This design comes from an exercise in tuning for small area on the open sky130 flow, not from production work.
Only simulation tests tie the RTL to the original design; equivalence was not proved.

Setup of run a:
Design fp16_approx_systolic_array, start of the top module:
module fp16_approx_systolic_array #(
    parameter SIZE = 8,
    parameter APPROX_MULT_BITS = 6,
    parameter APPROX_ALIGN = 4
)(
    input wire clk,
    input wire rst_n,
    input wire enable,
    input wire acc_clear,
    input wire [15:0] a_in_0,
    input wire [15:0] a_in_1,
    input wire [15:0] a_in_2,
    input wire [15:0] a_in_3,
    input wire [15:0] a_in_4,
    input wire [15:0] a_in_5,
    input wire [15:0] a_in_6,
    input wire [15:0] a_in_7,
    input wire [15:0] w_in_0,
    input wire [15:0] w_in_1,
    input wire [15:0] w_in_2,
    input wire [15:0] w_in_3,
    input wire [15:0] w_in_4,
    input wire [15:0] w_in_5,
    input wire [15:0] w_in_6,
    input wire [15:0] w_in_7,
    output wire [15:0] acc_out_00,
    output wire [15:0] acc_out_01,
    output wire [15:0] acc_out_02,
    output wire [15:0] acc_out_03,
    output wire [15:0] acc_out_04,
    output wire [15:0] acc_out_05,
    output wire [15:0] acc_out_06,
    output wire [15:0] acc_out_07,
    output wire [15:0] acc_out_10,
    output wire [15:0] acc_out_11,
    output wire [15:0] acc_out_12,
    output wire [15:0] acc_out_13,
    output wire [15:0] acc_out_14,
    output wire [15:0] acc_out_15,
    output wire [15:0] acc_out_16,
    output wire [15:0] acc_out_17,
    output wire [15:0] acc_out_20,
    output wire [15:0] acc_out_21,
    output wire [15:0] acc_out_22,
    output wire [15:0] acc_out_23,
    output wire [15:0] acc_out_24,
    output wire [15:0] acc_out_25,
    output wire [15:0] acc_out_26,
    output wire [15:0] acc_out_27,
    output wire [15:0] acc_out_30,
    output wire [15:0] acc_out_31,
    output wire [15:0] acc_out_32,
    output wire [15:0] acc_out_33,
    output wire [15:0] acc_out_34,
    output wire [15:0] acc_out_35,
    output wire [15:0] acc_out_36,
    output wire [15:0] acc_out_37,
    output wire [15:0] acc_out_40,
    output wire [15:0] acc_out_41,
    output wire [15:0] acc_out_42,
    output wire [15:0] acc_out_43,
    output wire [15:0] acc_out_44,
    output wire [15:0] acc_out_45,
    output wire [15:0] acc_out_46,
    output wire [15:0] acc_out_47,
    output wire [15:0] acc_out_50,
    output wire [15:0] acc_out_51,
    output wire [15:0] acc_out_52,
  ...
==> module fp16_approximate_adder, before the edit <==
module fp16_approximate_adder (
    input  wire [15:0] x,
    input  wire [11:0] y,
    input  wire        clr,
    input  wire        kill,
    input  wire        hold,
    output wire [15:0] r
);
    wire sx = x[15];
    wire sy = y[11];
    wire [4:0] ex = x[14:10], ey = y[10:6];
    wire [9:0] mx = x[9:0];
    wire [5:0] my = y[5:0];
    genvar i;
    wire [6:0] bc;
    assign bc[0] = 1'b0;
    generate for (i = 0; i < 6; i = i + 1) begin : g_bm
        assign bc[i+1] = (!mx[i+4] & my[i]) | (!(mx[i+4] ^ my[i]) & bc[i]);
    end endgenerate
    wire bm = bc[6];
    wire [5:0] tb;
    wire [5:0] t;
    assign tb[0] = 1'b0;
    generate for (i = 0; i < 5; i = i + 1) begin : g_t
        assign t[i] = ex[i] ^ ey[i] ^ tb[i];
        assign tb[i+1] = (!ex[i] & ey[i]) | (!(ex[i] ^ ey[i]) & tb[i]);
    end endgenerate
    assign t[5] = tb[5];
    wire tz = t[4:0] == 5'd0;
    wire x_ge = kill | (!clr & !t[5] & (!tz | !bm));
    wire sh4 = !((t[5:2] == 4'b0000) | ((t[5:2] == 4'b1111) & (t[1] | t[0])));
    wire sh1 = !sh4 & t[0];
    wire sh2 = !sh4 & (t[1] ^ (t[0] & t[5]));
    wire xl = x_ge | hold;                 
    wire [4:0] el = xl ? ex : ey;
    wire hx = ex != 5'd0, hy = ey != 5'd0;
    wire [10:0] L = xl ? {1'b1, mx} : {1'b1, my, 4'd0};
    wire [10:0] S = x_ge ? {hy, my, 4'd0} : {hx, mx};
    wire nz = !(clr | kill | hold);
    wire o0 = nz & !sh4 & !sh1 & !sh2, o1 = nz & sh1 & !sh2, o2 = nz & !sh1 & sh2,
         o3 = nz & sh1 & sh2, o4 = nz & sh4;
    wire [14:0] Sx = {4'b0, S};
    wire [10:0] S3;
    generate for (i = 0; i < 11; i = i + 1) begin : g_sh
        assign S3[i] = (o0 & Sx[i]) | (o1 & Sx[i+1]) | (o2 & Sx[i+2]) | (o3 & Sx[i+3]) | (o4 & Sx[i+4]);
    end endgenerate
    wire sub = !hold & (sx ^ sy);
    wire [10:0] B = S3 ^ {11{sub}};
    wire [11:0] cc;
    wire [11:0] sum;
    assign cc[0] = sub;
    generate for (i = 0; i < 11; i = i + 1) begin : g_s
        assign sum[i] = L[i] ^ B[i] ^ cc[i];
        assign cc[i+1] = (L[i] & B[i]) | (cc[i] & (L[i] ^ B[i]));
    end endgenerate
    assign sum[11] = cc[11] & !sub;
    wire up = sum[11], dn = !sum[11] & !sum[10];
    wire kp = !sum[11] & sum[10];
    wire zero = !clr & !hold & (x_ge ? !hx : !hy);
    wire upm = up & !zero & (el != 5'd30);
    wire kpm = kp & !zero & (el != 5'd31);
    wire dnm = dn & !zero & (el != 5'd0);
    wire [11:0] sx0 = {sum[10:0], 1'b0};
    wire [9:0] mr;
    generate for (i = 0; i < 10; i = i + 1) begin : g_n
        assign mr[i] = (upm & sum[i+1]) | (kpm & sum[i]) | (dnm & sx0[i]);
    end endgenerate
    wire [5:0] k;
    wire [4:0] er;
    assign k[0] = up | dn;
    generate for (i = 0; i < 5; i = i + 1) begin : g_e
        assign er[i] = el[i] ^ k[i];
        assign k[i+1] = k[i] & (el[i] ^ dn);
    end endgenerate
    assign r[15] = xl ? sx : sy;
    assign r[14:10] = zero ? 5'd0 : er;
    assign r[9:0] = mr;
endmodule
==> module fp16_approx_mac_unit, before the edit <==
module fp16_approx_mac_unit (
    input  wire        clk,
    input  wire        rst_n,
    input  wire        enable,
    input  wire        clr_d,
    input  wire        p_ok,    
    input  wire [10:0] a,       
    input  wire        a_ok,    
    input  wire [10:0] w,
    input  wire        w_ok,
    output reg  [15:0] acc_out
);
    wire [11:0] p;
    reg  [11:0] p_reg;
    fp16_approximate_multiplier mult (.a(a), .a_ok(a_ok), .b(w), .b_ok(w_ok), .p(p));
    always @(posedge clk) begin
        if (enable)
            p_reg <= p;
    end
    wire [15:0] s;
    fp16_approximate_adder adder (.x(acc_out), .y(p_reg), .clr(clr_d & enable), .kill(!p_ok),
                                  .hold(!enable), .r(s));
    always @(posedge clk or negedge rst_n) begin
        if (!rst_n)
            acc_out <= 16'h0000;
        else
            acc_out <= s;
    end
endmodule
Settings: LEC_CHECK=0, CAP_MARGIN=20, CORE_MARGIN=2, CORE_UTILIZATION=60, GPL_TIMING_DRIVEN=0, PLACE_DENSITY=0.72, SLEW_MARGIN=20; clock period 12.0 ns.
standard.sh (not shown) runs the stock make flow with config.mk's settings and CLKGATE_MAP_FILE= SYNTH_SCRIPT=/design/flow/synth_recipe.tcl, a recipe that flattens the netlist after the stock synthesis.
==> flow/flow/run.sh <==
#!/bin/bash
# Own flow: the standard layout (standard.sh), with two changes in synthesis: Yosys's synth
# runs without its generic ABC pass (-noabc), and the final ABC technology mapping uses an
# area-oriented script (flow/area.abc) instead of ORFS's abc_speed/abc_area scripts. Everything
# else (the Yosys passes, the registers, and every layout step) is the standard flow's, except
# for the clock tree synthesis options (cts_args below) and the port buffers' cell.
set -euo pipefail
here=$(pwd)
# synth_recipe.tcl with the abc command's -script argument replaced
{
  cat <<TCL
proc abc {args} {
  set i [lsearch -exact \$args -script]
  if {\$i >= 0} { lset args [expr {\$i + 1}] {$here/flow/area.abc} }
  puts "own flow: abc -script [lindex \$args [expr {\$i + 1}]]"
  yosys abc {*}\$args
}
TCL
  head -n 1 synth_recipe.tcl
  # replaces synth_recipe.tcl's synth (its first line) with one that also skips the generic ABC
  # pass inside synth's fine stage, so that extract_fa sees the adders as written
  echo 'proc synth {args} { yosys synth -nofsm -noshare -noabc {*}$args }'
  tail -n +2 synth_recipe.tcl
} > own_synth.tcl
# clock tree: larger sink clusters and no dummy loads (fewer clock buffers)
cts_args="-sink_clustering_enable -repair_clock_nets -dont_use_dummy_load -sink_clustering_size 20 -sink_clustering_max_diameter 100"
bash standard.sh SYNTH_SCRIPT="$here/own_synth.tcl" synth > synth.log 2>&1
# every input and output port still gets its buffer, the smallest one (buf_1)
bash standard.sh SYNTH_SCRIPT="$here/own_synth.tcl" CTS_ARGS="$cts_args" \
  BUFFER_PORTS_ARGS="-buffer_cell sky130_fd_sc_hd__buf_1" finish > layout.log 2>&1
==> flow/flow/area.abc <==
strash
&get -n
&st
&dch
&nf -a -R 1000
&put
[inputs] run b vs run a
==> flow/design.v, changed modules only <==
module fp16_approximate_adder (
    input  wire [15:0] x,
    input  wire [11:0] y,
    input  wire        clr,
    input  wire        kill,
    output wire [15:0] r
);
    wire sx = x[15];
    wire sy = y[11];
    wire [4:0] ex = x[14:10], ey = y[10:6];
    wire [9:0] mx = x[9:0];
    wire [5:0] my = y[5:0];
    genvar i;
    wire [6:0] bc;
    assign bc[0] = 1'b0;
    generate for (i = 0; i < 6; i = i + 1) begin : g_bm
        assign bc[i+1] = (!mx[i+4] & my[i]) | (!(mx[i+4] ^ my[i]) & bc[i]);
    end endgenerate
    wire bm = bc[6];
    wire [5:0] tb;
    wire [5:0] t;
    assign tb[0] = 1'b0;
    generate for (i = 0; i < 5; i = i + 1) begin : g_t
        assign t[i] = ex[i] ^ ey[i] ^ tb[i];
        assign tb[i+1] = (!ex[i] & ey[i]) | (!(ex[i] ^ ey[i]) & tb[i]);
    end endgenerate
    assign t[5] = tb[5];
    wire tz = t[4:0] == 5'd0;
    wire x_ge = kill | (!clr & !t[5] & (!tz | !bm));
    wire sh4 = !((t[5:2] == 4'b0000) | ((t[5:2] == 4'b1111) & (t[1] | t[0])));
    wire sh1 = !sh4 & t[0];
    wire sh2 = !sh4 & (t[1] ^ (t[0] & t[5]));
    wire [4:0] el = x_ge ? ex : ey;
    wire hx = ex != 5'd0, hy = ey != 5'd0;
    wire [10:0] L = x_ge ? {1'b1, mx} : {1'b1, my, 4'd0};
    wire [10:0] S = x_ge ? {hy, my, 4'd0} : {hx, mx};
    wire nz = !(clr | kill);
    wire o0 = nz & !sh4 & !sh1 & !sh2, o1 = nz & sh1 & !sh2, o2 = nz & !sh1 & sh2,
         o3 = nz & sh1 & sh2, o4 = nz & sh4;
    wire [14:0] Sx = {4'b0, S};
    wire [10:0] S3;
    generate for (i = 0; i < 11; i = i + 1) begin : g_sh
        assign S3[i] = (o0 & Sx[i]) | (o1 & Sx[i+1]) | (o2 & Sx[i+2]) | (o3 & Sx[i+3]) | (o4 & Sx[i+4]);
    end endgenerate
    wire sub = sx ^ sy;
    wire [10:0] B = S3 ^ {11{sub}};
    wire [11:0] cc;
    wire [11:0] sum;
    assign cc[0] = sub;
    generate for (i = 0; i < 11; i = i + 1) begin : g_s
        assign sum[i] = L[i] ^ B[i] ^ cc[i];
        assign cc[i+1] = (L[i] & B[i]) | (cc[i] & (L[i] ^ B[i]));
    end endgenerate
    assign sum[11] = cc[11] & !sub;
    wire up = sum[11], dn = !sum[11] & !sum[10];
    wire kp = !sum[11] & sum[10];
    wire zero = !clr & (x_ge ? !hx : !hy);
    wire upm = up & !zero & (el != 5'd30);
    wire kpm = kp & !zero & (el != 5'd31);
    wire dnm = dn & !zero & (el != 5'd0);
    wire [11:0] sx0 = {sum[10:0], 1'b0};
    wire [9:0] mr;
    generate for (i = 0; i < 10; i = i + 1) begin : g_n
        assign mr[i] = (upm & sum[i+1]) | (kpm & sum[i]) | (dnm & sx0[i]);
    end endgenerate
    wire [5:0] k;
    wire [4:0] er;
    assign k[0] = up | dn;
    generate for (i = 0; i < 5; i = i + 1) begin : g_e
        assign er[i] = el[i] ^ k[i];
        assign k[i+1] = k[i] & (el[i] ^ dn);
    end endgenerate
    assign r[15] = x_ge ? sx : sy;
    assign r[14:10] = zero ? 5'd0 : er;
    assign r[9:0] = mr;
endmodule
module fp16_approx_mac_unit (
    input  wire        clk,
    input  wire        rst_n,
    input  wire        enable,
    input  wire        clr_d,
    input  wire        p_ok,    
    input  wire [10:0] a,       
    input  wire        a_ok,    
    input  wire [10:0] w,
    input  wire        w_ok,
    output reg  [15:0] acc_out
);
    wire [11:0] p;
    reg  [11:0] p_reg;
    fp16_approximate_multiplier mult (.a(a), .a_ok(a_ok), .b(w), .b_ok(w_ok), .p(p));
    always @(posedge clk) begin
        if (enable)
            p_reg <= p;
    end
    wire [15:0] s;
    fp16_approximate_adder adder (.x(acc_out), .y(p_reg), .clr(clr_d), .kill(!p_ok), .r(s));
    always @(posedge clk or negedge rst_n) begin
        if (!rst_n)
            acc_out <= 16'h0000;
        else if (enable)
            acc_out <= s;
    end
endmodule
==> run summary <==
| via density per instance | lower: run a |
Diff run a..run b | wire length | negligible
enable as the launching element of the worst setup path was reported by run a, and gen_row[3].gen_col[6].pe.acc_out[10] by run b.
Full die area was lower in the run labelled run a.
Run b does better than run a on maximum frequency.
Run b vs run a: via count of the first global-routing pass up

## afterwards: timing with drivers on the ports
The results above use ideal ports. As a check the final layouts listed here were re-extracted and re-timed, cells and wires unchanged. Step 1, drivers: a clkbuf_16 drives clk and a buf_2 each remaining input, both assumed. Step 2 adds t to the input delays and takes it off the output delays; t is the mean of the earliest and latest rising clock arrival at the registers after step 1. Input paths then give back, and output paths get back, about the clock's delay inside the block. Slacks: ideal ports / drivers / drivers and shift; pairs: ideal ports / drivers.
run | t, ns | slack for setup (ns) | hold WS [ns] | worst setup path at the end | worst data-port slew with drivers (ns)
run a | 1.087 | 0.415 / 0.511 / -0.576 | 0.451 / 0.451 / 0.451 | input to register | 0.14
run b | 1.072 | 1.522 / 1.522 / 1.522 | 0.452 / 0.452 / 0.452 | register to register | 0.24
With both steps, setup timing fails in run a, where it was met with ideal ports. The setup slack of run a, which loses most, moves by +0.096 ns with the drivers and by -0.991 ns with both steps.
